Background: an optimization exercise with open tools, aiming at small area, a short achievable clock period and few clock cycles per item. Do not read the settings as production practice. Function was checked by simulation only, so behaviour that the tests miss may differ from the original. Power and IR drop assume default switching activity.

### design/flow/constraint.sdc
create_clock -name core_clock -period 14.0 [get_ports {i_clk}]
set_input_delay 2.8000 -clock core_clock [delete_from_list [all_inputs] [get_ports {i_clk}]]
set_output_delay 2.8000 -clock core_clock [all_outputs]
set_load 0.01 [all_outputs]
### design/flow/standard.sh
#!/bin/bash
# synth_recipe.tcl (not shown) runs the flow's synth.tcl, then flattens the netlist and writes it again
# the make line also repeats each setting of config.mk as NAME=value (left out here)
make -C /OpenROAD-flow-scripts/flow DESIGN_CONFIG=/design/flow/config.mk WORK_HOME=/design/flow/orfs CLKGATE_MAP_FILE= SYNTH_SCRIPT=/design/flow/synth_recipe.tcl "${@:-finish}"
### design/flow/config.mk
export PLATFORM = sky130hd
export DESIGN_NAME = shift_sub_mod_mul
export DESIGN_NICKNAME = shift_sub_mod_mul
export VERILOG_FILES = /design/flow/design.v
export SDC_FILE = /design/flow/constraint.sdc
export NUM_CORES = 4
export LEC_CHECK = 0
export CAP_MARGIN = 30
export CORE_MARGIN = 2
export CORE_UTILIZATION = 35
export SETUP_SLACK_MARGIN = 0.5
export SLEW_MARGIN = 40
### design/flow/flow/run.sh
#!/bin/bash
bash standard.sh SETUP_SLACK_MARGIN=9.5 finish > standard_run.log 2>&1
### design/flow/design.v
`timescale 1ns / 1ps
module shift_sub_mod_mul #(
  parameter Data_Width = 256
)(
  input  logic                      i_clk,
  input  logic                      i_rst_n,
  input  logic                      i_load,
  input  logic [Data_Width - 1 : 0] i_a,
  input  logic [Data_Width - 1 : 0] i_b,
  input  logic [Data_Width - 1 : 0] i_m,
  output logic                      o_ready,
  output logic                      o_busy,
  output logic [Data_Width - 1 : 0] o_p
);
  localparam int N = Data_Width;
  localparam int W = Data_Width + 2;
  logic [N-1:0] a_r, m_r;
  logic [N+1:0] b_r;               
  logic [W-1:0] s_r, c_r;
  logic       ph_first, ph_step, ph_res, ph_rot, addm;
  logic       sel_shl, sel_res;    
  logic [7:0] cnt, sh;
  function automatic logic [1:0] qdec(input logic [6:0] h, input logic [3:0] mi);
    logic signed [7:0] hs, t0, t1, t2;
    hs = {h[6], h};
    case (mi)
      4'd5:    begin t0 = -8'sd6;  t1 = 8'sd6;  t2 = 8'sd16; end
      4'd6:    begin t0 = -8'sd6;  t1 = 8'sd8;  t2 = 8'sd20; end
      4'd7:    begin t0 = -8'sd6;  t1 = 8'sd10; t2 = 8'sd24; end
      4'd8:    begin t0 = -8'sd6;  t1 = 8'sd12; t2 = 8'sd28; end
      4'd9:    begin t0 = -8'sd7;  t1 = 8'sd13; t2 = 8'sd31; end
      4'd10:   begin t0 = -8'sd9;  t1 = 8'sd13; t2 = 8'sd33; end
      4'd11:   begin t0 = -8'sd11; t1 = 8'sd13; t2 = 8'sd35; end
      4'd12:   begin t0 = -8'sd13; t1 = 8'sd13; t2 = 8'sd37; end
      4'd13:   begin t0 = -8'sd15; t1 = 8'sd13; t2 = 8'sd39; end
      4'd14:   begin t0 = -8'sd17; t1 = 8'sd13; t2 = 8'sd41; end
      4'd15:   begin t0 = -8'sd19; t1 = 8'sd13; t2 = 8'sd43; end
      default: begin t0 = -8'sd6;  t1 = 8'sd4;  t2 = 8'sd12; end
    endcase
    if (hs < t0)      qdec = 2'd0;
    else if (hs < t1) qdec = 2'd1;
    else if (hs < t2) qdec = 2'd2;
    else              qdec = 2'd3;
  endfunction
  function automatic logic [W-1:0] ymul(input logic [3:0] q, input logic [N-1:0] m);
    ymul = q[2] ? ~{2'b00, m} :
           q[3] ? ~{1'b0, m, 1'b0} :
           q[0] ?  {2'b00, m} : '0;
  endfunction
  function automatic logic [3:0] onehot(input logic [1:0] d);
    onehot = 4'b0001 << d;
  endfunction
  logic [3:0]    q1_r;
  logic          stepq;
  logic [3:0]    mi;
  logic [3:0]    q1, q2;
  logic [W-1:0]  x1, y1, z1, yy1, s1a, c1a, s1, c1;
  logic [W-1:0]  x2, y2, z2, yy2, s2a, c2a, s2, c2;
  logic [W-1:0]  ym [4];
  assign stepq = ph_first | ph_step;
  assign mi    = m_r[N-1:N-4];
  assign z1 = b_r[N+1] ? {2'b00, a_r} : '0;
  assign z2 = b_r[N]   ? {2'b00, a_r} : '0;
  always_comb for (int k = 0; k < 4; k++) ym[k] = ymul(4'b0001 << k, m_r);
  assign x1 = ({W{sel_shl}} & {s_r[W-2:0], ph_rot & s_r[W-1]}) | ({W{sel_res}} & {1'b0, s_r[W-1:1]});
  assign y1 = ({W{sel_shl}} & {c_r[W-2:0], 1'b0})              | ({W{sel_res}} & {1'b0, c_r[W-1:1]});
  assign q1  = q1_r;
  assign yy1 = ymul(q1, m_r);
  assign s1a = x1 ^ y1 ^ z1;
  assign c1a = {((x1 & y1) | (x1 & z1) | (y1 & z1)), 1'b0} | {{(W-1){1'b0}}, q1[2] | q1[3]};
  assign s1  = s1a ^ c1a ^ yy1;
  assign c1  = {((s1a & c1a) | (s1a & yy1) | (c1a & yy1)), 1'b0};
  logic [8:0] zy2_r, zy3_r;
  logic [8:0] xw2, yw2, xw3, yw3;
  logic [8:0] aw [8];
  logic [8:0] base2;
  logic [1:0] d3 [4];
  assign xw2 = ph_first ? 9'd0 : s_r[W-3:W-11];
  assign yw2 = ph_first ? 9'd0 : c_r[W-3:W-11];
  assign xw3 = ph_first ? 9'd0 : s_r[W-4:W-12];
  assign yw3 = ph_first ? 9'd0 : c_r[W-4:W-12];
  assign aw[0] = 9'd0;
  assign aw[1] = {2'b00, a_r[N-1:N-7]};
  assign aw[2] = {1'b0, a_r[N-1:N-8]};
  assign aw[4] = a_r[N-1:N-9];
  assign aw[3] = aw[1] + aw[2];
  assign aw[5] = aw[1] + aw[4];
  assign aw[6] = aw[2] + aw[4];
  assign aw[7] = aw[3] + aw[4];
  assign base2 = xw2 + yw2 + zy2_r;
  always_comb begin
    logic [8:0] t;
    for (int k = 0; k < 4; k++) begin
      t = xw3 + yw3 + (zy3_r + ym[k][W-2:W-10]);
      d3[k] = qdec(t[8:2], mi);
    end
  end
  assign q2 = stepq ? onehot(qdec(base2[8:2], mi)) : (addm ? 4'b0001 : 4'b0010);
  logic [3:0] q3;
  logic [8:0] zy2_n, zy3_n, za2_n, za3_n;
  always_comb begin
    logic [1:0] d;
    d = '0;
    for (int k = 0; k < 4; k++) if (q2[k]) d = d | d3[k];
    q3 = onehot(d);
  end
  assign za2_n = aw[{b_r[N-1], b_r[N-2]}];
  assign za3_n = aw[{b_r[N-1], b_r[N-2], b_r[N-3]}];
  always_comb begin
    zy2_n = '0;
    zy3_n = '0;
    for (int k = 0; k < 4; k++) begin
      zy2_n = zy2_n | ({9{q3[k]}} & (za2_n + ym[k][W-2:W-10]));
      zy3_n = zy3_n | ({9{q3[k]}} & (za3_n + ym[k][W-3:W-11]));
    end
  end
  assign x2 = {s1[W-2:0], (ph_rot & s1[W-1]) | (sel_res & s_r[0])};
  assign y2 = {c1[W-2:0], 1'b0};
  assign yy2 = ymul(q2, m_r);
  assign s2a = x2 ^ y2 ^ z2;
  assign c2a = {((x2 & y2) | (x2 & z2) | (y2 & z2)), 1'b0} | {{(W-1){1'b0}}, q2[2] | q2[3]};
  assign s2  = s2a ^ c2a ^ yy2;
  assign c2  = {((s2a & c2a) | (s2a & yy2) | (c2a & yy2)), 1'b0};
  logic la_cz, la_neg;
  assign la_cz  = ~|c1a;
  assign la_neg = s1a[W-2];
  logic       n_first, n_step, n_res, n_rot, n_addm, n_ready, n_busy;
  logic [7:0] n_cnt, n_sh;
  always_comb begin
    n_first = ph_first;
    n_step  = ph_step;
    n_res   = ph_res;
    n_rot   = ph_rot;
    n_addm  = addm;
    n_cnt   = cnt;
    n_sh    = sh;
    n_ready = 1'b0;
    n_busy  = o_busy;
    if (i_load) begin
      n_first = 1'b1;
      n_step  = 1'b0;
      n_res   = 1'b0;
      n_rot   = 1'b0;
      n_addm  = 1'b0;
      n_cnt   = '0;
      n_sh    = '0;
      n_busy  = 1'b1;
    end else begin
      if (ph_first) begin
        if (m_r[N-1:N-2] != 2'b00) begin
          n_first = 1'b0;
          n_step  = 1'b1;
          n_cnt   = 8'd1;
        end else begin
          n_sh = sh + 8'd2;
        end
      end
      if (ph_step) begin
        n_cnt = cnt + 8'd1;
        if (cnt == 8'd128) begin
          n_step = 1'b0;
          n_res  = 1'b1;
        end
      end
      if (ph_res) begin
        if (addm) begin
          n_addm = 1'b0;
        end else if (la_cz) begin
          if (la_neg) begin
            n_addm = 1'b1;
          end else if (sh == 8'd0) begin
            n_res   = 1'b0;
            n_ready = 1'b1;
            n_busy  = 1'b0;
          end else begin
            n_res = 1'b0;
            n_rot = 1'b1;
            n_cnt = {1'b0, sh[7:1]};
          end
        end
      end
      if (ph_rot) begin
        n_cnt = cnt + 8'd1;
        if (cnt == 8'd128) begin
          n_rot   = 1'b0;
          n_ready = 1'b1;
          n_busy  = 1'b0;
        end
      end
    end
  end
  always_ff @(posedge i_clk or negedge i_rst_n) begin
    if (!i_rst_n) begin
      ph_first <= 1'b0;
      ph_step  <= 1'b0;
      ph_res   <= 1'b0;
      ph_rot   <= 1'b0;
      addm     <= 1'b0;
      cnt      <= '0;
      sh       <= '0;
      o_busy   <= 1'b0;
      o_ready  <= 1'b0;
      sel_shl  <= 1'b0;
      sel_res  <= 1'b1;
    end else begin
      ph_first <= n_first;
      ph_step  <= n_step;
      ph_res   <= n_res;
      ph_rot   <= n_rot;
      addm     <= n_addm;
      cnt      <= n_cnt;
      sh       <= n_sh;
      o_busy   <= n_busy;
      o_ready  <= n_ready;
      sel_shl  <= n_step | n_rot;
      sel_res  <= ~n_first & ~n_step & ~n_rot;
    end
  end
  always_ff @(posedge i_clk) begin
    s_r <= s2;
    c_r <= c2;
    if (i_load) begin
      a_r <= i_a;
      m_r   <= i_m;
      b_r   <= {2'b00, i_b};
      q1_r  <= 4'b0010;
      zy2_r <= 9'd0;
      zy3_r <= i_b[N-1] ? {2'b00, i_a[N-1:N-7]} : 9'd0;
    end else begin
      b_r <= {b_r[N-1:0], 2'b00};
      if (m_r[N-1:N-2] == 2'b00) m_r <= {m_r[N-3:0], 2'b00};
      if (n_step) begin
        q1_r  <= q3;
        zy2_r <= zy2_n;
        zy3_r <= zy3_n;
      end else begin
        q1_r  <= 4'b0010;
        zy2_r <= 9'd0;
        zy3_r <= b_r[N-3] ? {2'b00, a_r[N-1:N-7]} : 9'd0;
      end
    end
  end
  assign o_p = s_r[N-1:0];
endmodule
==> flow_metrics.py, run 1 <==
metrics = {
    "cells_and_area": {
        "area_delta_synth_final_pct": 31.54,
        "final_cells": 13320,
        "num-fill-cells": 23690,
        "layout.nets": 11660,
        "layout-drive-gt1-share": 0.2341,
        "fin_util": 0.4636,
        "final_common_cell": "inv_1",
        "final_area_um2": 120500,
        "final_cell_mix": "inv_1 (1373), nand2_1 (774), clkdlybuf4s50_1 (769), fa_1 (761), dfxtp_1 (671)",
    },
    "floorplanning": {
        "chipWidth_um": 515.6,
        "die-area_um2": 265900,
        "initial_utilization": 0.3524,
        "coreArea_um2": 259900,
        "rows": 187,
        "io-pin-count": 1029,
        "dieHeight_um": 515.6,
    },
    "clocking": {
        "worstSkewPairLatency_ns": 0.87,
        "htree_levels": 4,
        "cts_max_path_buffers": 4,
        "path_clk_slew_ns": 0.07,
        "hold_buffers": 0,
        "cts_tree": "yes",
        "numClockSinks": 1343,
        "cts_root_buf": "clkbuf_16",
        "cts_inserted_buffers": 173,
    },
    "global_routing": {
        "grt_pass1_vias": 76770,
        "grt_pass1_wl_um": 554600,
        "overflow": 0,
        "grt_max_degree": 183,
        "grt_use_total": 0.2871,
        "antenna_found_initial": 57,
    },
    "placed_design": {
        "hpwl_um": 251500,
        "placedInstanceArea_um2": 103700,
        "dp_cells": 12590,
        "globalplace.congestion": 0.9217,
        "port_buffers": 1028,
    },
    "synth": {
        "ys_types": 82,
        "synth_fp_nets": 10770,
        "netlist.area_leader.share": 0.2312,
        "async_reset_ff_frac": 0.01787,
        "synth_edf_count": 512,
        "synth_seq_cells": 1343,
        "yosysTopAreaCell": "fa_1",
        "avgSynthCellArea_um2": 10.46,
        "synth_cells": 8760,
        "synth_area_um2": 91610,
        "synth-main-ff-cell": "dfxtp_1",
        "synth_warnings": 4,
        "synthTopCellsByArea": "fa_1 (23%), dfxtp_1 (18%), edfxtp_1 (17%)",
        "yosysSeqAreaShare": 0.3507,
    },
    "pwr": {
        "seqPwrFrac": 0.182,
        "p_per_area_nw_per_um2": 299.4,
        "p_leak_nw": 51.35,
        "p_int_mw": 19.70,
        "design_power_total_mw": 36.08,
        "power.share.switching": 0.4539,
        "vdd_drop_max_mv": 0.2815,
        "clkPwrFrac": 0.129,
        "switching_power_mw": 16.38,
        "pwr-share-comb": 0.689,
    },
    "sta": {
        "tightest_slew_ns": 1.047,
        "slew_violations": 0,
        "setup_violations": 0,
        "clock.fmax_mhz": 180.9,
        "period_share": 0.3949,
        "fin_skew_ns": 0.07544,
        "setup_tns_ns": 0,
        "rsz0062_at_grt": "yes",
        "fin_crit_ns": 5.528,
        "hold_viol": 0,
        "slew_headroom": 0.3019,
    },
    "worst_setup_path": {
        "arrival_ns": 6.23,
        "cp.required_ns": 14.70,
        "crit_fanout": 7,
        "cp_slowest_cell": "or4_4",
        "critical_path_class": "reg -> reg",
        "cpLargestDelayFamily": "simple AND/OR/NAND/NOR gates",
        "max_stage_delay_ns": 0.61,
        "critPathLaunchType": "register",
        "critPathBufInv": 4,
        "cp-end-kind": "register",
    },
    "detailed_routing": {
        "num_vias": 74320,
        "dr.pass1.iters": 6,
        "drc": 0,
        "wire_per_inst_um": 29.39,
        "postRouteAntennaNets": 0,
        "viasPerCell": 5.582,
        "wirelength_um": 391400,
        "drt-initial-drc-count": 7790,
    },
    "status": {
        "status": "timing/DRC/antenna clean",
    },
    "worst_hold_path": {
        "hold_class": "reg -> reg",
    },
    "job": {
        "maxCapViolCount": 0,
    },
}
[final timing paths]
path                                    start                   to  slack, ns  cells after the start
max in group asynchronous             i_rst_n     addm$_DFFE_PN0P_      11.26                      2
min in group asynchronous             i_rst_n    o_ready$_DFF_PN0_       2.34                      2
max                        ph_first$_DFF_PN0_  zy2_r[3]$_SDFF_PP0_       8.47                     25
min                          b_r[199]$_DFF_P_     b_r[201]$_DFF_P_       0.45                      1
max reg2reg                ph_first$_DFF_PN0_  zy2_r[3]$_SDFF_PP0_       8.47                     25
min reg2reg                  b_r[199]$_DFF_P_     b_r[201]$_DFF_P_       0.45                      1
[cells in the mapped netlist, drive strengths merged, types with 257 or more instances]
cell type  number
inv          1386
mux2          267
buf           295
dfxtp         807
a32o          257
o21ai         314
a22o          512
edfxtp        512
a21o          298
fa           1058
nand2        1100
and2          276
clkbuf        492
a221oi        262
[per-layer routing]
metal | wire length (µm) | GRT usage | part of all wire
met4 | 24950 | 0.1606 | 0.064
met5 | 228 | 0 | 0.00058
met3 | 43220 | 0.07935 | 0.11
met1 | 152200 | 0.3717 | 0.39
met2 | 170800 | 0.4316 | 0.44
[power groups by stage]
stage | combinational (mW) | sequential, mW | clock (mW)
final | 24.9 | 6.58 | 4.64
after global routing | 26.5 | 6.62 | 4.85
after CTS | 23.3 | 6.49 | 4.70
after detailed placement | 15.2 | 6.52 | 0
after global placement | 14.3 | 6.54 | 0
after floorplan | 11.0 | 5.81 | 0
[area by class of cell]
cell class,count,area [µm²],area share
repair inverters,4,63.81,0.0005295
well taps,3496,4374,0.03630
flip-flops and latches,1343,32330,0.2683
clock buffers,243,4972,0.04126
multi-input cells,5254,54490,0.4522
clock inverters,68,738.2,0.006126
inverters,1386,5224,0.04335
repair buffers,1490,18240,0.1513
diodes,31,77.57,0.0006437
[cell families (layout without fill, tap and decap cells)]
kind of cell | after synthesis | count (layout) | synth area share
buffers and inverters | 2173 | 3191 | 0.09992
AOI/OAI and AO/OA | 1901 | 1903 | 0.1628
and+or+nand+nor | 1704 | 1712 | 0.08421
DFF | 1343 | 1343 | 0.3507
adders and majority gates | 1242 | 1242 | 0.2563
muxes | 292 | 292 | 0.03555
xor gates and xnor gates | 105 | 105 | 0.01049
other | 0 | 31 | 0
[through the flow]
step	setup slack, ns	hold slack (ns)
6_report	8.472	0.4460
5_1_grt	8.267	0.4468
4_1_cts	8.562	0.4439
3_5_place_dp	7.243	0.4398
3_3_place_gp	6.282	0.4365
2_1_floorplan	8.186	0.4340
[flip-flops by register name, indices dropped and copies added (netlist names), named ones only]
register	cells
a_r	256
addm	1
b_r	258
c_r	257
cnt	8
m_r	256
o_busy	1
o_ready	1
ph_first	1
ph_res	1
ph_rot	1
ph_step	1
q1_r	3
s_r	258
sel_res	1
sel_shl	1
sh	7
zy2_r	9
zy3_r	9
[repair_timing]
item,CTS,global route
setup buffers,202,37
gates cloned,136,5
endpoints found under the setup margin,1183,767
gates resized for setup,1602,501
hold endpoints to repair,0,0
pin swaps,408,429
Testbench counts, summed over its fixed seeds: cycles 25,879, ops 192.
==> run 2, diff against run 1 <==
--- a/design/flow/design.v
+++ b/design/flow/design.v
@@ -124,4 +124,4 @@
   logic la_cz, la_neg;
-  assign la_cz  = ~|c1a;
-  assign la_neg = s1a[W-2];
+  assign la_cz  = ~|c1;
+  assign la_neg = s1[W-2];
   logic       n_first, n_step, n_res, n_rot, n_addm, n_ready, n_busy;
@@ -162,2 +162,3 @@
           n_res  = 1'b1;
+          n_addm = q3[0];
         end
--- a/design/flow/config.mk
+++ b/design/flow/config.mk
@@ -12 +12,2 @@
 export SLEW_MARGIN = 40
+export TNS_END_PERCENT = 5
==> run 2 against run 1 <==
Wire length increased by 2.0%. Largest power group unchanged. Combinational power decreased by 15%. Highest routed layer unchanged. Final cell count decreased by 1.6%. Die area decreased by 1.3%.
==> flow_metrics.py, run 2 <==
metrics = {
    "floorplanning": {
        "io-pin-count": 1029,
        "chipWidth_um": 512.3,
        "coreArea_um2": 256900,
        "initial_utilization": 0.3519,
        "die-area_um2": 262400,
        "dieHeight_um": 512.3,
        "rows": 186,
    },
    "sta": {
        "setup_violations": 0,
        "fin_skew_ns": 0.05578,
        "setup_tns_ns": 0,
        "hold_viol": 0,
        "period_share": 0.4191,
        "fin_crit_ns": 5.867,
        "slew_headroom": 0.3379,
        "rsz0062_at_grt": "yes",
        "slew_violations": 0,
        "clock.fmax_mhz": 170.4,
        "tightest_slew_ns": 0.9827,
    },
    "clocking": {
        "worstSkewPairLatency_ns": 0.86,
        "cts_root_buf": "clkbuf_16",
        "htree_levels": 4,
        "numClockSinks": 1343,
        "cts_max_path_buffers": 3,
        "path_clk_slew_ns": 0.06,
        "cts_inserted_buffers": 166,
        "cts_tree": "yes",
    },
    "synth": {
        "synth_seq_cells": 1343,
        "synth_fp_nets": 10780,
        "synthTopCellsByArea": "fa_1 (23%), dfxtp_1 (18%), edfxtp_1 (17%)",
        "synthTopCellsByCount": "inv_1 (1383), fa_1 (1059), nand2_1 (846), dfxtp_1 (807), o21ai_0 (555)",
        "synth_most_common_cell": "inv_1",
        "netlist.area_leader.share": 0.2345,
        "yosysTopAreaCell": "fa_1",
        "async_reset_ff_frac": 0.01787,
        "synth-main-ff-cell": "dfxtp_1",
        "synth_edf_count": 512,
        "synth_warnings": 4,
        "avgSynthCellArea_um2": 10.31,
        "ys_types": 85,
        "yosysSeqAreaShare": 0.3554,
        "synth_cells": 8766,
        "synth_area_um2": 90420,
    },
    "status": {
        "status": "timing/DRC/antenna clean",
    },
    "detailed_routing": {
        "drc": 0,
        "num_vias": 74720,
        "wire_per_inst_um": 30.47,
        "viasPerCell": 5.704,
        "drt-initial-drc-count": 8795,
        "postRouteAntennaNets": 0,
        "dr.pass1.iters": 6,
        "wirelength_um": 399100,
    },
    "pwr": {
        "p_leak_nw": 49.32,
        "design_power_total_mw": 32.58,
        "p_per_area_nw_per_um2": 282.2,
        "vdd_drop_max_mv": 0.2940,
    },
    "worst_setup_path": {
        "cp.required_ns": 14.76,
        "reg2reg_to": "zy2_r[7]$_SDFF_PP0_",
        "arrival_ns": 6.63,
        "crit_fanout": 7,
        "critical_path_class": "reg -> reg",
        "reg2reg_depth": 27,
        "critPathLaunchType": "register",
        "r2r_setup_slack_ns": 8.13,
        "cp-end-kind": "register",
        "rr_startpoint": "ph_first$_DFF_PN0_",
    },
    "worst_hold_path": {
        "hp-start": "b_r[226]$_DFF_P_",
        "hold_end": "b_r[228]$_DFF_P_",
        "hold_class": "reg -> reg",
        "holdPathStages": 1,
    },
    "placed_design": {
        "hpwl_um": 265200,
        "port_buffers": 1028,
        "globalplace.congestion": 0.9596,
    },
    "cells_and_area": {
        "final_common_cell": "inv_1",
        "layout-drive-gt1-share": 0.1331,
        "layout.nets": 11550,
        "final_cell_mix": "inv_1 (1377), clkdlybuf4s50_1 (1027), fa_1 (1021), nand2_1 (804), dfxtp_1 (800)",
        "reg_top3": "b_r: 258 flops, s_r: 258 flops, c_r: 257 flops",
        "area_delta_synth_final_pct": 27.68,
        "num-fill-cells": 23700,
    },
    "global_routing": {
        "use_met2": 0.4258,
        "grt_max_degree": 151,
        "busiest_layer": "met2",
        "antenna_found_initial": 63,
        "grt_use_total": 0.2928,
        "use_met1": 0.3668,
        "overflow": 0,
        "use_met3": 0.09129,
        "grt_pass1_wl_um": 554500,
        "grt_pass1_vias": 75870,
    },
    "job": {
        "maxCapViolCount": 0,
    },
}
## run 2: cell types whose count changed after synthesis, moves of 8 or more
cell      previous run  this run
o22ai_1              4       257
a32o_1             257         1
buf_1               28        45
clkbuf_1           491       470
a21o_1             298        52
xnor2_1             59        67
nor2b_1             36        44
nand2_1           1100       846
o21ai_0            311       555
xor2_1              43        33
a21oi_1             98       361
a21boi_0            15         7
## run 2: cells by family (layout without fill, tap and decap cells)
| family | after synthesis | in the layout | synth area share |
|---|---|---|---|
| multiplexers | 292 | 292 | 0.03599 |
| other | 0 | 37 | 0 |
| XOR/XNOR | 101 | 101 | 0.009950 |
| buffers and inverters | 2168 | 3072 | 0.1011 |
| AND/OR/NAND/NOR | 1454 | 1459 | 0.07500 |
| flip-flops | 1343 | 1343 | 0.3554 |
| AO/OA/AOI/OAI | 2163 | 2166 | 0.1625 |
| adder cells (fa/ha/maj) | 1245 | 1245 | 0.2601 |
## run 2: through the flow
| step | area [µm²] | hold slack (ns) | instances | worst slack, ns | utilization |
|---|---|---|---|---|---|
| floorplan | 90450 | 0.4340 | 8766 | 8.186 | - |
| global placement | 101900 | 0.4355 | 12470 | 6.331 | 0.3965 |
| detailed placement | 102100 | 0.4412 | 12480 | 6.780 | 0.3975 |
| CTS | 113600 | 0.4411 | 13000 | 8.217 | 0.4421 |
| global route | 115400 | 0.4592 | 13080 | 7.993 | 0.4491 |
| finish | 115400 | 0.4390 | 13100 | 8.133 | 0.4493 |
## run 2: report_power, final
group | switching [mW] | total (mW) | internal, mW
Clock | 2.00 | 4.82 | 2.83
Combinational | 12.2 | 21.2 | 8.95
Sequential | 1.33 | 6.60 | 5.27
## run 2: how the worst max path moves through the flow
stage               slack (ns)             endpoint          startpoint  cells after the start
floorplan                 8.19             register              i_load                      7
global placement          6.33     cnt[5]$_DFF_PN0_   sel_shl$_DFF_PN0_                     15
detailed placement        6.78     cnt[5]$_DFF_PN0_   sel_shl$_DFF_PN0_                     15
CTS                       8.22  zy2_r[7]$_SDFF_PP0_  ph_first$_DFF_PN0_                     27
global route              7.99  zy3_r[8]$_SDFF_PP0_  ph_first$_DFF_PN0_                     22
finish                    8.13  zy2_r[7]$_SDFF_PP0_  ph_first$_DFF_PN0_                     27
## run 2: cell type report
cell class	instances	area, µm²	share of cell area
flip-flops and latches	1343	32160	0.2786
clock inverters	92	1413	0.01224
well taps	3384	4234	0.03668
multi-input cells	5263	51780	0.4486
diodes	37	92.59	0.0008020
repair buffers	1375	15890	0.1377
clock buffers	220	4661	0.04037
inverters	1385	5206	0.04510
## run 2: critical path, stage by stage (launching register included)
cell,delay [ns]
dfrtp_1,0.39
buf_12,0.15
nor2b_4,0.05
ha_4,0.16
maj3_2,0.30
maj3_2,0.34
nand2_4,0.11
nor4_4,0.06
a211oi_2,0.23
o21bai_1,0.14
a21oi_2,0.20
xnor2_2,0.17
inv_2,0.08
fa_2,0.58
ha_4,0.23
or3b_4,0.23
nand3_2,0.06
a211oi_2,0.17
inv_1,0.10
or4_4,0.54
and3b_1,0.19
mux2i_1,0.17
a32o_2,0.36
nor2_4,0.10
buf_12,0.15
buf_8,0.13
o211a_1,0.12
a311oi_2,0.27
## run 2: repair_timing
action	in CTS	in global routing
gates cloned	76	13
gates resized for setup	464	248
setup endpoints to repair	1048	1100
hold buffers	0	0
pin swaps	133	119
buffers inserted	124	52
## run 2: metal layers
layer  wire length, µm  share of wire  up-vias
met3             49020           0.12     1185
li1                  -              -    30970
met1            148000           0.37    37340
met5               231        0.00058        -
met4             33840          0.085       34
met2            168100           0.42     5190
Testbench counts of run 2, summed over its fixed seeds: cycles 25,722, ops 192.
==> run 3, diff against run 2 <==
==> design/flow/flow/run.sh (replaced) <==
#!/bin/bash
bash standard.sh SETUP_SLACK_MARGIN=8.0 finish > standard_run.log 2>&1
--- a/design/flow/config.mk
+++ b/design/flow/config.mk
@@ -12,2 +12 @@
 export SLEW_MARGIN = 40
-export TNS_END_PERCENT = 5
==> run 3 against run 2 <==
Register-to-register slack gained 0.03 ns. Clock skew rose by 0.0024 ns. Clock-buffer cell count increased by 10. Synthesized cell count unchanged. Sequential cell count is the same. Via count fell by 4.8%. Non-clock buffer count down 195. Die area is the same. Wire length decreased by 8.7%. Sequential power is 0.9% lower. Critical endpoint is now zy3_r[4]$_DFF_P_.
==> flow_metrics.py, run 3 <==
metrics = {
    "sta": {
        "hold_viol": 0,
        "slew_headroom": 0.3802,
        "hold_slack_ns": 0.4334,
        "slew_violations": 0,
        "setup_violations": 0,
        "period_share": 0.4167,
        "fin_skew_ns": 0.05818,
        "fin_crit_ns": 5.834,
        "setup_tns_ns": 0,
        "clock.fmax_mhz": 171.4,
        "rsz0062_at_grt": "no",
        "tightest_slew_ns": 0.9297,
    },
    "synth": {
        "synth_seq_cells": 1343,
        "synth_area_um2": 90420,
        "synth-main-ff-cell": "dfxtp_1",
        "ys_types": 85,
        "synth-compound-area-share": 0.1625,
        "synthSimpleGateAreaFrac": 0.07500,
        "synth_edf_count": 512,
        "synthTopCellsByArea": "fa_1 (23%), dfxtp_1 (18%), edfxtp_1 (17%)",
        "muxShareOfSynthArea": 0.03599,
        "avgSynthCellArea_um2": 10.31,
        "async_reset_ff_frac": 0.01787,
        "synthTopCellsByCount": "inv_1 (1383), fa_1 (1059), nand2_1 (846), dfxtp_1 (807), o21ai_0 (555)",
        "synth_fp_nets": 10780,
        "synth_xor_area_frac": 0.009950,
        "synth_cells": 8766,
        "synth_warnings": 4,
        "synth_most_common_cell": "inv_1",
        "netlist.area_leader.share": 0.2345,
        "synthAdderAreaFrac": 0.2601,
        "yosysSeqAreaShare": 0.3554,
        "synth_top_family_by_area": "adder cells",
        "yosysTopAreaCell": "fa_1",
    },
    "worst_setup_path": {
        "r2r_setup_slack_ns": 8.17,
        "critPathBufInv": 4,
        "cp-end-kind": "register",
        "cp.required_ns": 14.74,
        "cp_slowest_cell": "fa_2",
        "max_stage_delay_ns": 0.59,
        "crit_fanout": 6,
        "critPathLaunchType": "register",
        "cpLargestDelayFamily": "adder cells",
        "arrival_ns": 6.58,
        "critical_path_class": "reg -> reg",
    },
    "clocking": {
        "numClockSinks": 1343,
        "cts_root_buf": "clkbuf_16",
        "path_clk_slew_ns": 0.06,
        "cts_max_path_buffers": 3,
        "cts_tree": "yes",
        "hold_buffers": 0,
        "cts_inserted_buffers": 168,
        "worstSkewPairLatency_ns": 0.85,
        "htree_levels": 4,
    },
    "status": {
        "status": "timing/DRC/antenna clean",
    },
    "pwr": {
        "pwr-share-comb": 0.602,
        "clkPwrFrac": 0.165,
        "p_int_mw": 14.73,
        "vdd_drop_max_mv": 0.4023,
        "power.share.switching": 0.4753,
        "seqPwrFrac": 0.233,
        "p_leak_nw": 47.00,
        "switching_power_mw": 13.34,
        "p_per_area_nw_per_um2": 255.6,
    },
    "placed_design": {
        "hpwl_um": 266000,
        "globalplace.congestion": 0.9664,
        "port_buffers": 1028,
    },
    "cells_and_area": {
        "area_delta_synth_final_pct": 21.45,
        "final_common_cell": "inv_1",
        "final_cell_mix": "inv_1 (1380), fa_1 (1057), clkdlybuf4s50_1 (1027), nand2_1 (842), dfxtp_1 (801)",
        "layout.nets": 11350,
        "layout-drive-gt1-share": 0.08613,
        "reg_top3": "b_r: 258 flops, s_r: 258 flops, c_r: 257 flops",
        "num-fill-cells": 24320,
        "fin_util": 0.4274,
    },
    "floorplanning": {
        "initial_utilization": 0.3519,
        "rows": 186,
        "io-pin-count": 1029,
        "die-area_um2": 262400,
        "chipWidth_um": 512.3,
        "coreArea_um2": 256900,
        "dieHeight_um": 512.3,
    },
    "detailed_routing": {
        "wire_per_inst_um": 28.25,
        "drt-initial-drc-count": 8043,
        "drc": 0,
        "postRouteAntennaNets": 0,
        "num_vias": 71130,
        "viasPerCell": 5.515,
        "dr.pass1.iters": 6,
        "wirelength_um": 364300,
    },
    "global_routing": {
        "grt_max_degree": 169,
        "overflow": 0,
        "use_met1": 0.3441,
        "grt_pass1_vias": 72460,
        "grt_use_total": 0.2680,
        "use_met3": 0.06709,
        "antenna_found_initial": 53,
        "use_met2": 0.4117,
        "grt_pass1_wl_um": 515600,
        "busiest_layer": "met2",
    },
    "job": {
        "maxCapViolCount": 0,
    },
    "worst_hold_path": {
        "hold_class": "reg -> reg",
    },
}
[run 3: cell type report]
| class | instances | area (µm²) | share of cell area |
|---|---|---|---|
| Clock buffer | 230 | 4752 | 0.04328 |
| Multi-Input combinational cell | 5262 | 49880 | 0.4542 |
| Clock inverter | 86 | 1107 | 0.01008 |
| Tap cell | 3384 | 4234 | 0.03856 |
| Antenna cell | 27 | 67.56 | 0.0006153 |
| Inverter | 1385 | 5199 | 0.04734 |
| Sequential cell | 1343 | 32160 | 0.2929 |
| Timing Repair Buffer | 1180 | 12410 | 0.1131 |
[run 3: cell families after synthesis]
family | after synthesis
XOR/XNOR | 101
buffers and inverters | 2168
AO/OA/AOI/OAI | 2163
AND/OR/NAND/NOR | 1454
multiplexers | 292
adder cells (fa/ha/maj) | 1245
flip-flops | 1343
[run 3: layer usage]
metal / vias up / part of all wire
met5: - / 0.00053
met4: 32 / 0.064
met3: 781 / 0.10
met2: 4151 / 0.44
met1: 35680 / 0.39
li1: 30480 / -
[run 3: power by group through the flow]
stage               combinational [mW]  sequential (mW)  clock [mW]
CTS                               16.0             6.49        4.72
detailed placement                15.1             6.56           0
global route                      18.6             6.56        4.86
finish                            16.9             6.54        4.64
global placement                  14.4             6.58           0
floorplan                         10.4             5.79           0
[run 3: stage by stage]
stage / instances / area (µm²) / setup WS, ns / total power [mW]
6_report: 12900 / 109800 / 8.166 / 28.07
5_1_grt: 12890 / 109800 / 7.966 / 29.99
4_1_cts: 12830 / 108900 / 7.999 / 27.19
3_5_place_dp: 12490 / 102200 / 6.631 / 21.65
3_3_place_gp: 12480 / 101900 / 5.828 / 20.95
2_1_floorplan: 8766 / 90430 / 8.105 / 16.18
[run 3: worst paths after layout]
check,start,to,cells after the start
min in group asynchronous,i_rst_n,ph_first$_DFF_PN0_,2
hold / removal,b_r[121]$_DFF_P_,b_r[123]$_DFF_P_,1
setup / recovery,s_r[246]$_DFF_P_,zy3_r[4]$_DFF_P_,26
max in group asynchronous,i_rst_n,sel_shl$_DFF_PN0_,2
setup reg to reg,s_r[246]$_DFF_P_,zy3_r[4]$_DFF_P_,26
hold reg to reg,b_r[121]$_DFF_P_,b_r[123]$_DFF_P_,1
[run 3: what timing repair did]
item	4_1_cts	5_1_grt
gates resized for setup	85	72
setup endpoints to repair	344	224
hold endpoints to repair	0	0
setup buffers	22	29
cloned	10	6
pin swaps	10	38
==> run 4, diff against run 3 <==
==> design/flow/flow/run.sh (replaced) <==
#!/bin/bash
bash standard.sh SETUP_SLACK_MARGIN=7.5 finish > standard_run.log 2>&1
==> run 4 against run 3 <==
Now fails the layout checks on max-capacitance violations, max-slew violations. First-iteration DRC count decreased by 14%. Synthesized cell count is the same. Critical path type unchanged. Largest cell class unchanged. Synthesized area did not move.
==> flow_metrics.py, run 4 <==
metrics = {
    "synth": {
        "synth_area_um2": 90420,
        "synthTopCellsByCount": "inv_1 (1383), fa_1 (1059), nand2_1 (846), dfxtp_1 (807), o21ai_0 (555)",
        "synth_seq_cells": 1343,
        "async_reset_ff_frac": 0.01787,
        "synth_most_common_cell": "inv_1",
        "synth-compound-area-share": 0.1625,
        "synthTopCellsByArea": "fa_1 (23%), dfxtp_1 (18%), edfxtp_1 (17%)",
        "muxShareOfSynthArea": 0.03599,
        "yosysTopAreaCell": "fa_1",
        "yosysSeqAreaShare": 0.3554,
        "synth_cells": 8766,
        "netlist.area_leader.share": 0.2345,
        "synth-main-ff-cell": "dfxtp_1",
        "ys_types": 85,
        "avgSynthCellArea_um2": 10.31,
        "synth_warnings": 4,
        "synth_fp_nets": 10780,
        "synth_xor_area_frac": 0.009950,
        "synth_top_family_by_area": "adder cells",
        "synth_edf_count": 512,
        "synthAdderAreaFrac": 0.2601,
        "synthSimpleGateAreaFrac": 0.07500,
    },
    "floorplanning": {
        "die-area_um2": 262400,
        "initial_utilization": 0.3519,
        "coreArea_um2": 256900,
        "chipWidth_um": 512.3,
        "rows": 186,
        "dieHeight_um": 512.3,
        "io-pin-count": 1029,
    },
    "sta": {
        "setup_tns_ns": 0,
        "slew_headroom": -0.1145,
        "tightest_slew_ns": 1.660,
        "fin_crit_ns": 6.340,
        "final.setup.worst_slack_ns": 7.660,
        "setup_violations": 0,
        "rsz0062_at_grt": "no",
        "clock.fmax_mhz": 157.7,
        "hold_viol": 0,
        "fin_skew_ns": 0.03860,
        "slew_violations": 9,
        "period_share": 0.4528,
        "hold_slack_ns": 0.4472,
    },
    "worst_setup_path": {
        "critical_path_class": "reg -> reg",
        "arrival_ns": 7.08,
        "cp-end-kind": "register",
        "max_stage_delay_ns": 0.57,
        "cp_slowest_cell": "fa_1",
        "crit_fanout": 27,
        "cp.required_ns": 14.74,
        "critPathLaunchType": "register",
    },
    "clocking": {
        "path_clk_slew_ns": 0.07,
        "numClockSinks": 1343,
        "cts_root_buf": "clkbuf_16",
        "htree_levels": 4,
        "worstSkewPairLatency_ns": 0.85,
        "hold_buffers": 0,
        "cts_tree": "yes",
        "cts_inserted_buffers": 164,
        "cts_max_path_buffers": 3,
    },
    "pwr": {
        "p_leak_nw": 46.28,
        "p_per_area_nw_per_um2": 244.1,
        "design_power_total_mw": 26.42,
        "vdd_drop_max_mv": 0.2844,
    },
    "detailed_routing": {
        "route.met2.wl_um": 154800,
        "maxUsedRoutingLayer": "met5",
        "drc": 0,
        "wirelength_um": 351900,
        "dr.pass1.iters": 9,
        "num_vias": 70410,
        "viasPerCell": 5.481,
        "postRouteAntennaNets": 0,
        "drt-initial-drc-count": 6910,
        "dr_wl_met3_um": 34460,
        "wire_per_inst_um": 27.39,
        "drt-met1-wl_um": 137700,
    },
    "global_routing": {
        "grt_pass1_vias": 72430,
        "antenna_found_initial": 52,
        "overflow": 0,
        "grt_max_degree": 162,
        "grt_use_total": 0.2621,
        "grt_pass1_wl_um": 506400,
    },
    "status": {
        "checkFailReasons": "max-capacitance violations, max-slew violations",
        "status": "failed layout checks",
    },
    "cells_and_area": {
        "reg_top3": "b_r: 258 flops, s_r: 258 flops, c_r: 257 flops",
        "final_cell_mix": "inv_1 (1382), fa_1 (1057), clkdlybuf4s50_1 (1027), nand2_1 (843), dfxtp_1 (802)",
        "layout-drive-gt1-share": 0.07493,
        "area_delta_synth_final_pct": 19.72,
        "final_common_cell": "inv_1",
        "layout.nets": 11310,
    },
    "job": {
        "maxCapViolCount": 1,
    },
    "placed_design": {
        "dp_slack_ns": 6.804,
        "hpwl_um": 265000,
        "globalplace.congestion": 0.9470,
        "port_buffers": 1028,
    },
    "worst_hold_path": {
        "hold_class": "reg -> reg",
    },
}
## run 4: cell counts after synthesis
Identical to the previous run, type by type.
## run 4: repair_timing
item / 4_1_cts / 5_1_grt
gates resized for setup: 26 / 40
pin swaps: 1 / 6
gates cloned: 1 / 3
setup endpoints to repair: 143 / 159
buffers inserted: 4 / 7
## run 4: layer usage
layer	vias up	global-route usage
li1	30390	-
met1	35320	0.3360
met2	3949	0.3963
met3	726	0.06499
met4	24	0.1638
met5	-	0
## run 4: cell type report
class / instances / area, µm²
antenna: 27 / 67.56
sequential: 1343 / 32160
clock buffer: 225 / 4571
inverter: 1385 / 5199
fill: 24500 / 148700
clock inverter: 81 / 923.4
tap: 3384 / 4234
timing repair buffer: 1145 / 11590
multi-input combinational: 5257 / 49500
## run 4: power breakdown
part | internal (mW) | switching, mW | leakage [nW]
sequential | 5.27 | 1.28 | 12.2
combinational | 6.06 | 9.38 | 31.4
clock | 2.49 | 1.94 | 2.66
## run 4: path summary, 6_finish.rpt
check	start	cells past startpoint	slack, ns	endpoint
max	ph_first$_DFF_PN0_	26	7.66	zy3_r[8]$_SDFF_PP0_
min	b_r[13]$_DFF_P_	1	0.45	b_r[15]$_DFF_P_
max reg2reg	ph_first$_DFF_PN0_	26	7.66	zy3_r[8]$_SDFF_PP0_
min reg2reg	b_r[13]$_DFF_P_	1	0.45	b_r[15]$_DFF_P_
max in group asynchronous	i_rst_n	2	11.29	sel_shl$_DFF_PN0_
min in group asynchronous	i_rst_n	2	2.36	addm$_DFF_PN0_
## run 4: cell families (layout without fill, tap and decap cells)
| group | Yosys count | count (layout) |
|---|---|---|
| AO/OA/AOI/OAI | 2163 | 2164 |
| XOR/XNOR | 101 | 101 |
| adder cells (fa/ha/maj) | 1245 | 1245 |
| buffers and inverters | 2168 | 2836 |
| flip-flops | 1343 | 1343 |
| multiplexers | 292 | 292 |
| other | 0 | 27 |
| AND/OR/NAND/NOR | 1454 | 1455 |
## run 4: per-stage QoR
step | area (µm²) | std cells | utilization
2_1_floorplan | 90420 | 8766 | -
3_3_place_gp | 102000 | 12490 | 0.3970
3_5_place_dp | 102200 | 12500 | 0.3976
4_1_cts | 107900 | 12810 | 0.4199
5_1_grt | 108200 | 12840 | 0.4212
6_report | 108200 | 12850 | 0.4213
## run 4: critical path: cells and delay by family (launching register included)
family,cells,cell delay [ns]
flops,1,0.38
mux,1,0.11
xor+xnor,1,0.17
simple gates,8,1.80
compound gates,7,1.21
buf+inv,3,0.39
fa+ha+maj,6,2.11
==> run 5, diff against run 4 <==
==> design/flow/flow/run.sh (replaced) <==
#!/bin/bash
bash standard.sh SETUP_SLACK_MARGIN=8.5 finish > standard_run.log 2>&1
--- a/design/flow/config.mk
+++ b/design/flow/config.mk
@@ -12 +12,2 @@
 export SLEW_MARGIN = 40
+export TNS_END_PERCENT = 5
==> run 5 against run 4 <==
The run now finishes clean. Worst setup slack better by 0.46 ns. Clock-buffer cell count is 9 higher. Sequential cell count stayed put. Clock power is 3% higher. Synthesized cell count stayed put. Combinational power is 19% higher. Final cell count is 0.77% higher. Wire length is 7.4% higher. Critical path depth is 1 higher. First-iteration DRC count is 12% higher. Worst hold slack worse by 0.0046 ns. Highest routed layer unchanged.
==> flow_metrics.py, run 5 <==
metrics = {
    "sta": {
        "setup_violations": 0,
        "fin_skew_ns": 0.06518,
        "slew_headroom": 0.3528,
        "tightest_slew_ns": 0.9708,
        "clock.fmax_mhz": 170.0,
        "setup_tns_ns": 0,
        "slew_violations": 0,
        "rsz0062_at_grt": "yes",
        "period_share": 0.4202,
        "hold_viol": 0,
        "fin_crit_ns": 5.882,
    },
    "detailed_routing": {
        "postRouteAntennaNets": 0,
        "wirelength_um": 378000,
        "dr.pass1.iters": 8,
        "drc": 0,
        "drt-initial-drc-count": 7737,
        "num_vias": 72160,
        "wire_per_inst_um": 29.19,
        "viasPerCell": 5.574,
    },
    "floorplanning": {
        "die-area_um2": 262400,
        "rows": 186,
        "chipWidth_um": 512.3,
        "coreArea_um2": 256900,
        "initial_utilization": 0.3519,
        "dieHeight_um": 512.3,
        "io-pin-count": 1029,
    },
    "worst_setup_path": {
        "r2r_setup_slack_ns": 8.12,
        "cp.required_ns": 14.71,
        "crit_fanout": 7,
        "max_stage_delay_ns": 0.57,
        "reg2reg_depth": 27,
        "critPathLaunchType": "register",
        "reg2reg_to": "zy2_r[8]$_SDFF_PP0_",
        "arrival_ns": 6.59,
        "cp-end-kind": "register",
        "critical_path_class": "reg -> reg",
        "cp_slowest_cell": "fa_2",
        "rr_startpoint": "ph_first$_DFF_PN0_",
    },
    "synth": {
        "synth-main-ff-cell": "dfxtp_1",
        "ys_types": 85,
        "yosysSeqAreaShare": 0.3554,
        "synth_fp_nets": 10780,
        "synth_cells": 8766,
        "synth_edf_count": 512,
        "synth_warnings": 4,
        "synth_area_um2": 90420,
        "netlist.area_leader.share": 0.2345,
        "avgSynthCellArea_um2": 10.31,
        "async_reset_ff_frac": 0.01787,
        "synthTopCellsByCount": "inv_1 (1383), fa_1 (1059), nand2_1 (846), dfxtp_1 (807), o21ai_0 (555)",
        "synthTopCellsByArea": "fa_1 (23%), dfxtp_1 (18%), edfxtp_1 (17%)",
        "synth_most_common_cell": "inv_1",
        "synth_seq_cells": 1343,
        "yosysTopAreaCell": "fa_1",
    },
    "worst_hold_path": {
        "holdPathStages": 1,
        "hold_class": "reg -> reg",
        "hold_end": "b_r[67]$_DFF_P_",
        "hp-start": "b_r[65]$_DFF_P_",
    },
    "cells_and_area": {
        "layout-drive-gt1-share": 0.09247,
        "final_common_cell": "inv_1",
        "final_cells": 12950,
        "reg_top3": "b_r: 258 flops, s_r: 258 flops, c_r: 257 flops",
        "num-fill-cells": 24340,
        "layout.nets": 11410,
        "area_delta_synth_final_pct": 22.65,
        "final_cell_mix": "inv_1 (1380), fa_1 (1056), clkdlybuf4s50_1 (1027), nand2_1 (840), dfxtp_1 (800)",
    },
    "pwr": {
        "p_per_area_nw_per_um2": 265.4,
        "vdd_drop_max_mv": 0.2906,
        "p_leak_nw": 47.50,
    },
    "job": {
        "maxCapViolCount": 0,
    },
    "clocking": {
        "numClockSinks": 1343,
        "worstSkewPairLatency_ns": 0.86,
        "cts_root_buf": "clkbuf_16",
        "cts_max_path_buffers": 3,
        "htree_levels": 4,
        "cts_inserted_buffers": 166,
        "cts_tree": "yes",
        "path_clk_slew_ns": 0.07,
    },
    "global_routing": {
        "grt_max_degree": 169,
        "overflow": 0,
        "grt_use_total": 0.2732,
        "grt_pass1_vias": 73010,
        "antenna_found_initial": 50,
        "grt_pass1_wl_um": 523200,
    },
    "placed_design": {
        "port_buffers": 1028,
        "hpwl_um": 264400,
        "globalplace.congestion": 0.9423,
        "dp_cells": 12480,
    },
    "status": {
        "status": "timing/DRC/antenna clean",
    },
}
[run 5: cell count changes in the layout (fill, tap and decap cells not counted), moves of 6 or more]
cell | previous run | this run
buf_4 | 73 | 92
bufbuf_16 | 1 | 13
ha_1 | 182 | 175
o21ai_0 | 555 | 545
xnor2_1 | 65 | 59
a21oi_1 | 359 | 353
nor4_1 | 50 | 42
clkbuf_8 | 13 | 19
buf_6 | 17 | 27
ha_4 | 1 | 7
buf_16 | 3 | 27
clkbuf_16 | 170 | 192
o21ai_1 | 1 | 7
[run 5: critical path, delay by kind of cell, from the launching register on]
kind	cells	cell delay (ns)
AO/OA/AOI/OAI	7	1.26
XOR/XNOR	1	0.18
adder cells (fa/ha/maj)	5	1.38
buffers and inverters	5	0.61
flip-flops	1	0.44
multiplexers	1	0.21
AND/OR/NAND/NOR	8	1.62
[run 5: final cells by class]
type                    instances  area (µm²)  area share
clock buffers                 234        4748     0.04282
flip-flops and latches       1343       32160      0.2900
well taps                    3384        4234     0.03818
diodes                         24       60.06   0.0005416
repair buffers               1235       13480      0.1215
clock inverters                76       927.1    0.008361
multi-input cells            5265       50080      0.4516
inverters                    1385        5202     0.04691
[run 5: power breakdown]
group / switching (mW) / leakage (nW) / internal, mW
Combinational: 10.9 / 32.5 / 7.43
Clock: 1.94 / 2.76 / 2.61
Sequential: 1.28 / 12.2 / 5.27
Total: 14.1 / 47.5 / 15.3
[run 5: cells by family (layout without fill, tap and decap cells)]
family / Yosys count / count (layout) / synth area share
compound gates: 2163 / 2168 / 0.1625
xor+xnor: 101 / 101 / 0.009950
fa+ha+maj: 1245 / 1245 / 0.2601
buf+inv: 2168 / 2930 / 0.1011
flops: 1343 / 1343 / 0.3554
mux: 292 / 292 / 0.03599
other cells: 0 / 24 / 0
simple gates: 1454 / 1459 / 0.07500
[run 5: per-layer routing]
layer,share of wire,vias to the layer above,track usage
li1,-,30640,-
met1,0.38,36110,0.3522
met2,0.44,4557,0.4165
met3,0.11,844,0.06287
met4,0.070,16,0.1660
met5,0.00025,-,0
[run 5: what timing repair did]
action,CTS,global route
gates resized for setup,124,81
setup endpoints to repair,507,508
hold buffers,0,0
cloned,24,24
pin swaps,36,46
buffers inserted,40,34
[run 5: worst max-delay path by stage]
stage	start	endpoint
2_1_floorplan	i_load	register
3_3_place_gp	b_r[257]$_SDFF_PP0_	cnt[5]$_DFF_PN0_
3_5_place_dp	b_r[257]$_SDFF_PP0_	cnt[5]$_DFF_PN0_
4_1_cts	ph_first$_DFF_PN0_	zy2_r[8]$_SDFF_PP0_
5_1_grt	ph_first$_DFF_PN0_	zy2_r[0]$_SDFF_PP0_
6_report	ph_first$_DFF_PN0_	zy2_r[8]$_SDFF_PP0_
[run 5: metrics by stage]
stage | area [µm²] | hold slack, ns | setup slack [ns] | total power [mW] | utilization
6_report | 110900 | 0.4426 | 8.118 | 29.43 | 0.4316
3_3_place_gp | 101900 | 0.4351 | 5.539 | 20.92 | 0.3967
3_5_place_dp | 102200 | 0.4416 | 6.699 | 21.66 | 0.3978
2_1_floorplan | 90450 | 0.4340 | 8.186 | 16.18 | -
5_1_grt | 110900 | 0.4439 | 8.000 | 31.24 | 0.4316
4_1_cts | 109500 | 0.4388 | 8.125 | 27.54 | 0.4262
==> run 6, diff against run 5 <==
--- a/design/flow/config.mk
+++ b/design/flow/config.mk
@@ -12,2 +12 @@
 export SLEW_MARGIN = 40
-export TNS_END_PERCENT = 5
==> run 6 against run 5 <==
Still clean. Sequential power is essentially flat. Via count is 1.2% higher. Clock skew down 0.019 ns. Final area up 0.53%. Clock-buffer cell count down 9.
==> flow_metrics.py, run 6 <==
metrics = {
    "floorplanning": {
        "initial_utilization": 0.3519,
        "rows": 186,
        "die-area_um2": 262400,
        "coreArea_um2": 256900,
        "io-pin-count": 1029,
        "chipWidth_um": 512.3,
        "dieHeight_um": 512.3,
    },
    "detailed_routing": {
        "drc": 0,
        "wire_per_inst_um": 29.87,
        "dr.pass1.iters": 6,
        "viasPerCell": 5.630,
        "postRouteAntennaNets": 0,
        "drt-initial-drc-count": 8161,
        "wirelength_um": 387400,
        "num_vias": 73030,
    },
    "clocking": {
        "hold_buffers": 0,
        "path_clk_slew_ns": 0.06,
        "cts_root_buf": "clkbuf_16",
        "worstSkewPairLatency_ns": 0.84,
        "cts_max_path_buffers": 3,
        "cts_inserted_buffers": 166,
        "cts_tree": "yes",
        "numClockSinks": 1343,
        "htree_levels": 4,
    },
    "job": {
        "maxCapViolCount": 0,
    },
    "worst_setup_path": {
        "cp.required_ns": 14.71,
        "cp_slowest_cell": "fa_2",
        "cp-end-kind": "register",
        "rr_startpoint": "ph_first$_DFF_PN0_",
        "reg2reg_depth": 26,
        "critical_path_class": "reg -> reg",
        "crit_fanout": 7,
        "critPathBufInv": 4,
        "cp-startpoint": "ph_first$_DFF_PN0_",
        "max_stage_delay_ns": 0.58,
        "setup.worst_path.end": "zy3_r[6]$_DFF_P_",
        "arrival_ns": 6.45,
        "cp.depth": 26,
        "critPathLaunchType": "register",
        "cpLargestDelayFamily": "simple AND/OR/NAND/NOR gates",
        "r2r_setup_slack_ns": 8.26,
        "reg2reg_to": "zy3_r[6]$_DFF_P_",
    },
    "placed_design": {
        "hpwl_um": 267500,
        "port_buffers": 1028,
        "placedInstanceArea_um2": 102200,
        "dp_slack_ns": 6.359,
        "globalplace.congestion": 0.9829,
    },
    "synth": {
        "synth_most_common_cell": "inv_1",
        "avgSynthCellArea_um2": 10.31,
        "netlist.area_leader.share": 0.2345,
        "yosysSeqAreaShare": 0.3554,
        "synth_edf_count": 512,
        "synth-main-ff-cell": "dfxtp_1",
        "synth_warnings": 4,
        "synth_area_um2": 90420,
        "synthTopCellsByArea": "fa_1 (23%), dfxtp_1 (18%), edfxtp_1 (17%)",
        "synth_cells": 8766,
        "synthTopCellsByCount": "inv_1 (1383), fa_1 (1059), nand2_1 (846), dfxtp_1 (807), o21ai_0 (555)",
        "synth_seq_cells": 1343,
        "async_reset_ff_frac": 0.01787,
        "ys_types": 85,
        "synth_fp_nets": 10780,
        "yosysTopAreaCell": "fa_1",
    },
    "cells_and_area": {
        "num-fill-cells": 24200,
        "final_cell_mix": "inv_1 (1377), fa_1 (1038), clkdlybuf4s50_1 (1027), nand2_1 (839), dfxtp_1 (799)",
        "final_common_cell": "inv_1",
        "layout.nets": 11440,
        "area_delta_synth_final_pct": 23.29,
        "layout-drive-gt1-share": 0.09973,
        "reg_top3": "b_r: 258 flops, s_r: 258 flops, c_r: 257 flops",
        "final_area_um2": 111500,
    },
    "sta": {
        "fin_skew_ns": 0.04639,
        "fin_crit_ns": 5.739,
        "tightest_slew_ns": 0.9116,
        "slew_headroom": 0.3923,
        "hold_slack_ns": 0.4470,
        "slew_violations": 0,
        "rsz0062_at_grt": "yes",
        "clock.fmax_mhz": 174.2,
        "final.setup.worst_slack_ns": 8.261,
        "hold_viol": 0,
        "setup_tns_ns": 0,
        "setup_violations": 0,
        "period_share": 0.4100,
    },
    "global_routing": {
        "use_met3": 0.06575,
        "overflow": 0,
        "grt_use_total": 0.2833,
        "grt_pass1_vias": 74380,
        "use_met1": 0.3639,
        "busiest_layer": "met2",
        "use_met2": 0.4260,
        "antenna_found_initial": 52,
        "grt_max_degree": 167,
        "grt_pass1_wl_um": 539300,
    },
    "pwr": {
        "p_leak_nw": 47.72,
        "vdd_drop_max_mv": 0.2094,
        "p_per_area_nw_per_um2": 264.5,
    },
    "status": {
        "status": "timing/DRC/antenna clean",
    },
    "worst_hold_path": {
        "holdPathStages": 1,
        "hold_class": "reg -> reg",
    },
}
==> run 6: changes by cell type in the layout (fill, tap and decap cells not counted), moves of 5 or more <==
cell       change
buf_4         +20
fa_1          -18
fa_2          +18
nor4_4        +12
buf_16        +11
clkinv_1       +7
nor4_2         -7
clkbuf_1       -6
clkinv_2       +6
clkbuf_16      -5
nor4_1         -5
==> run 6: cell type report <==
class,instances,area (µm²),area share
Antenna cell,21,52.55,0.0004714
Clock buffer,225,4651,0.04172
Clock inverter,87,850.8,0.007632
Inverter,1385,5206,0.04670
Multi-Input combinational cell,5263,50390,0.4520
Sequential cell,1343,32160,0.2885
Tap cell,3384,4234,0.03798
Timing Repair Buffer,1263,13930,0.1250
==> run 6: routing by layer <==
metal	up-vias	routed length (µm)
met2	4840	166500
li1	30680	-
met4	26	31050
met1	36450	147400
met3	1033	42260
met5	-	159
==> run 6: kinds of logic after synthesis <==
| family | share of synthesized area |
|---|---|
| AO/OA/AOI/OAI | 0.1625 |
| XOR/XNOR | 0.009950 |
| adder cells (fa/ha/maj) | 0.2601 |
| buffers and inverters | 0.1011 |
| flip-flops | 0.3554 |
| multiplexers | 0.03599 |
| AND/OR/NAND/NOR | 0.07500 |
==> run 6: report_power, final <==
part | internal [mW] | total [mW] | switching, mW
Combinational | 7.50 | 18.5 | 11.0
Clock | 2.53 | 4.45 | 1.92
Sequential | 5.27 | 6.55 | 1.27
==> run 6: worst min path at each step <==
stage	slack, ns	end	from
finish	0.45	b_r[244]$_DFF_P_	b_r[242]$_DFF_P_
detailed placement	0.44	b_r[245]$_DFF_P_	b_r[243]$_DFF_P_
global route	0.46	b_r[222]$_DFF_P_	b_r[220]$_DFF_P_
global placement	0.44	b_r[157]$_DFF_P_	b_r[155]$_DFF_P_
floorplan	0.43	b_r[250]$_DFF_P_	b_r[248]$_DFF_P_
CTS	0.45	b_r[63]$_DFF_P_	b_r[61]$_DFF_P_
==> run 6: timing repair <==
item / CTS / global route
gates resized for setup: 194 / 108
pin swaps: 54 / 50
endpoints found under the setup margin: 546 / 481
cloned: 35 / 18
buffers inserted: 71 / 30
hold endpoints to repair: 0 / 0
==> run 6: through the flow <==
stage | utilization | total power [mW] | instances
6_report | 0.4339 | 29.49 | 12970
5_1_grt | 0.4338 | 31.28 | 12970
4_1_cts | 0.4293 | 28.16 | 12900
3_5_place_dp | 0.3977 | 21.60 | 12480
3_3_place_gp | 0.3967 | 20.94 | 12480
2_1_floorplan | - | 16.22 | 8766
==> run 7, diff against run 6 <==
--- a/design/flow/design.v
+++ b/design/flow/design.v
@@ -124,4 +124,4 @@
   logic la_cz, la_neg;
-  assign la_cz  = ~|c1;
-  assign la_neg = s1[W-2];
+  assign la_cz  = ~|c1a;
+  assign la_neg = s1a[W-2];
   logic       n_first, n_step, n_res, n_rot, n_addm, n_ready, n_busy;
@@ -162,3 +162,2 @@
           n_res  = 1'b1;
-          n_addm = q3[0];
         end
==> run 7 against run 6 <==
Still clean on timing, DRC and antenna. Via count is 3.5% lower. Global-route usage is 3.7 points lower. Synthesized area is 1.3% higher. Critical path depth stayed put. Sequential power is 1% lower. First-iteration DRC count is 19% lower. Synthesized cell count hardly changed. Non-clock buffer count is 81 lower. Maximum frequency is 2.3% higher. Utilization is 0.66 points lower. Clock skew is 0.044 ns higher. Worst hold slack better by 0.0010 ns. Critical path type unchanged. Critical endpoint unchanged. Highest routed layer unchanged.
==> flow_metrics.py, run 7 <==
metrics = {
    "sta": {
        "hold_viol": 0,
        "slew_violations": 0,
        "period_share": 0.4006,
        "setup_violations": 0,
        "hold_slack_ns": 0.4480,
        "slew_headroom": 0.3619,
        "tightest_slew_ns": 0.9571,
        "fin_crit_ns": 5.608,
        "rsz0062_at_grt": "yes",
        "clock.fmax_mhz": 178.3,
        "fin_skew_ns": 0.09024,
        "setup_tns_ns": 0,
    },
    "worst_setup_path": {
        "reg2reg_depth": 26,
        "critPathLaunchType": "register",
        "crit_fanout": 7,
        "cp-startpoint": "ph_first$_DFF_PN0_",
        "rr_startpoint": "ph_first$_DFF_PN0_",
        "arrival_ns": 6.30,
        "cp.required_ns": 14.69,
        "cp-end-kind": "register",
        "critical_path_class": "reg -> reg",
    },
    "clocking": {
        "cts_max_path_buffers": 3,
        "cts_root_buf": "clkbuf_16",
        "worstSkewPairLatency_ns": 0.88,
        "numClockSinks": 1343,
        "cts_tree": "yes",
        "cts_inserted_buffers": 166,
        "htree_levels": 4,
        "path_clk_slew_ns": 0.06,
    },
    "worst_hold_path": {
        "hold_class": "reg -> reg",
        "holdPathStages": 1,
        "hp-start": "b_r[132]$_DFF_P_",
    },
    "synth": {
        "synth_most_common_cell": "inv_1",
        "ys_types": 82,
        "yosysTopAreaCell": "fa_1",
        "synth_fp_nets": 10770,
        "yosysSeqAreaShare": 0.3507,
        "synth_seq_cells": 1343,
        "avgSynthCellArea_um2": 10.46,
        "async_reset_ff_frac": 0.01787,
        "synth_area_um2": 91610,
        "synthTopCellsByCount": "inv_1 (1385), nand2_1 (1100), fa_1 (1058), dfxtp_1 (807)",
        "synthTopCellsByArea": "fa_1 (23%), dfxtp_1 (18%), edfxtp_1 (17%)",
        "synth_edf_count": 512,
        "synth-main-ff-cell": "dfxtp_1",
        "netlist.area_leader.share": 0.2312,
        "synth_cells": 8760,
        "synth_warnings": 4,
    },
    "cells_and_area": {
        "num-fill-cells": 24610,
        "final_area_um2": 111100,
        "layout-drive-gt1-share": 0.08725,
        "area_delta_synth_final_pct": 21.25,
        "layout.nets": 11350,
        "final_common_cell": "inv_1",
        "final_cell_mix": "inv_1 (1378), nand2_1 (1094), fa_1 (1054), clkdlybuf4s50_1 (1027), dfxtp_1 (800)",
        "reg_top3": "b_r: 258 flops, s_r: 258 flops, c_r: 257 flops",
    },
    "job": {
        "maxCapViolCount": 0,
    },
    "pwr": {
        "vdd_drop_max_mv": 0.3211,
        "p_leak_nw": 46.32,
        "p_per_area_nw_per_um2": 250.2,
    },
    "global_routing": {
        "grt_max_degree": 172,
        "grt_pass1_wl_um": 487300,
        "overflow": 0,
        "grt_use_total": 0.2461,
        "antenna_found_initial": 48,
        "grt_pass1_vias": 72100,
    },
    "detailed_routing": {
        "drc": 0,
        "num_vias": 70460,
        "viasPerCell": 5.414,
        "wire_per_inst_um": 26.01,
        "postRouteAntennaNets": 0,
        "wirelength_um": 338500,
        "drt-initial-drc-count": 6588,
        "dr.pass1.iters": 6,
    },
    "placed_design": {
        "hpwl_um": 246500,
        "globalplace.congestion": 0.9713,
        "placedInstanceArea_um2": 103400,
        "port_buffers": 1028,
    },
    "floorplanning": {
        "initial_utilization": 0.3524,
        "io-pin-count": 1029,
        "die-area_um2": 265900,
        "chipWidth_um": 515.6,
        "rows": 187,
        "dieHeight_um": 515.6,
        "coreArea_um2": 259900,
    },
    "status": {
        "status": "timing/DRC/antenna clean",
    },
}
run 7: changes by cell type after synthesis, moves of 17 or more:
cell | before | now
a21o_1 | 52 | 298
a21oi_1 | 361 | 98
a32o_1 | 1 | 257
buf_1 | 45 | 28
clkbuf_1 | 470 | 491
nand2_1 | 846 | 1100
o21ai_0 | 555 | 311
o22ai_1 | 257 | 4
run 7: metrics by stage:
step / power, mW / instances / setup WS, ns / utilization
finish: 27.79 / 13010 / 8.392 / 0.4273
global route: 29.80 / 13010 / 8.243 / 0.4273
CTS: 26.97 / 12940 / 8.479 / 0.4238
detailed placement: 21.28 / 12590 / 7.353 / 0.3976
global placement: 20.56 / 12590 / 7.089 / 0.3970
floorplan: 16.34 / 8760 / 8.186 / -
run 7: cell families after synthesis:
family	after synthesis	share of synthesized area
AOI/OAI and AO/OA	1901	0.1628
DFF	1343	0.3507
buffers and inverters	2173	0.09992
and+or+nand+nor	1704	0.08421
muxes	292	0.03555
adders and majority gates	1242	0.2563
xor gates and xnor gates	105	0.01049
run 7: final timing paths:
check	endpoint	slack [ns]
worst min register to register	b_r[134]$_DFF_P_	0.45
max in group asynchronous	sel_shl$_DFF_PN0_	11.25
worst min-delay path	b_r[134]$_DFF_P_	0.45
min in group asynchronous	ph_first$_DFF_PN0_	2.44
worst max register to register	zy3_r[6]$_DFF_P_	8.39
worst max-delay path	zy3_r[6]$_DFF_P_	8.39
run 7: layer usage:
metal / track usage / routed length (µm) / share of wire
met5: 0 / 66 / 0.00019
met4: 0.1347 / 19830 / 0.059
met3: 0.05076 / 29030 / 0.086
met2: 0.3780 / 152300 / 0.45
met1: 0.3239 / 137300 / 0.41
run 7: final cells by class:
class / instances / area, µm² / share of cell area
Antenna cell: 38 / 95.09 / 0.0008561
Clock buffer: 248 / 4907 / 0.04418
Clock inverter: 66 / 953.4 / 0.008583
Inverter: 1386 / 5231 / 0.04710
Multi-Input combinational cell: 5254 / 51200 / 0.4609
Sequential cell: 1343 / 32160 / 0.2895
Tap cell: 3496 / 4374 / 0.03938
Timing Repair Buffer: 1182 / 12160 / 0.1095
run 7: what timing repair did:
action / CTS / global route
hold buffers: 0 / 0
hold endpoints to repair: 0 / 0
gates resized for setup: 94 / 100
gates cloned: 12 / 8
buffers inserted: 27 / 24
endpoints found under the setup margin: 525 / 682
pin swaps: 25 / 52
run 7: power by group:
part | internal, mW | total (mW) | switching, mW
clock | 2.65 | 4.61 | 1.97
combinational | 7.06 | 16.7 | 9.65
sequential | 5.27 | 6.47 | 1.20
total | 15.0 | 27.8 | 12.8
run 7: critical path: stages, from the launching register on:
cell and delay, ns:
dfrtp_2 0.43, buf_12 0.16, nor2b_4 0.13, ha_4 0.16, o21a_1 0.13, o22ai_2 0.06, a21oi_2 0.17, buf_4 0.15
a221oi_4 0.06, o21bai_1 0.20, a21oi_2 0.09, xnor2_2 0.23, buf_4 0.16, fa_2 0.48, ha_4 0.29, clkbuf_2 0.13
nand2_1 0.07, o211ai_1 0.12, a211oi_2 0.26, inv_1 0.12, or4b_4 0.55, o211ai_1 0.20, o211ai_4 0.21, or2_4 0.36
mux2_2 0.29, mux2i_1 0.14, a21oi_1 0.09
Testbench counts of run 7, summed over its fixed seeds: cycles 25,879, ops 192.

-- afterwards: timing with drivers on the ports --
How much do the figures lean on ideal ports? The routed layouts below were timed once more, with nothing changed but the port constraints. Step 1 assumes that a clkbuf_16 drives the clock port and a buf_2 every other input. Step 2 times the ports against the registers' clock, not the clock port: input delays grow and output delays shrink by t, the midpoint of the rising clock arrivals with the driver on. Slacks: ideal ports / drivers / drivers and shift; pairs: ideal ports / drivers.
run	shift t [ns]	slack for setup (ns)	worst register clock-pin slew, ns	worst data-port slew with drivers (ns)	cell pins on the clock port's net
run 1	0.927	8.472 / 8.472 / 8.472	0.07 / 0.07	0.35	1
run 2	0.925	8.133 / 8.133 / 7.752	0.07 / 0.07	0.29	1
run 3	0.920	8.166 / 8.166 / 7.686	0.07 / 0.07	0.29	1
run 4	0.920	7.660 / 7.660 / 7.387	0.07 / 0.07	0.30	1
run 5	0.924	8.118 / 8.118 / 7.889	0.07 / 0.07	0.33	1
run 6	0.920	8.261 / 8.261 / 8.128	0.06 / 0.06	0.30	1
run 7	0.931	8.392 / 8.392 / 7.979	0.07 / 0.07	0.36	1
The setup slack of run 3, which loses most, moves by 0.000 ns with the drivers and by -0.480 ns with both steps.
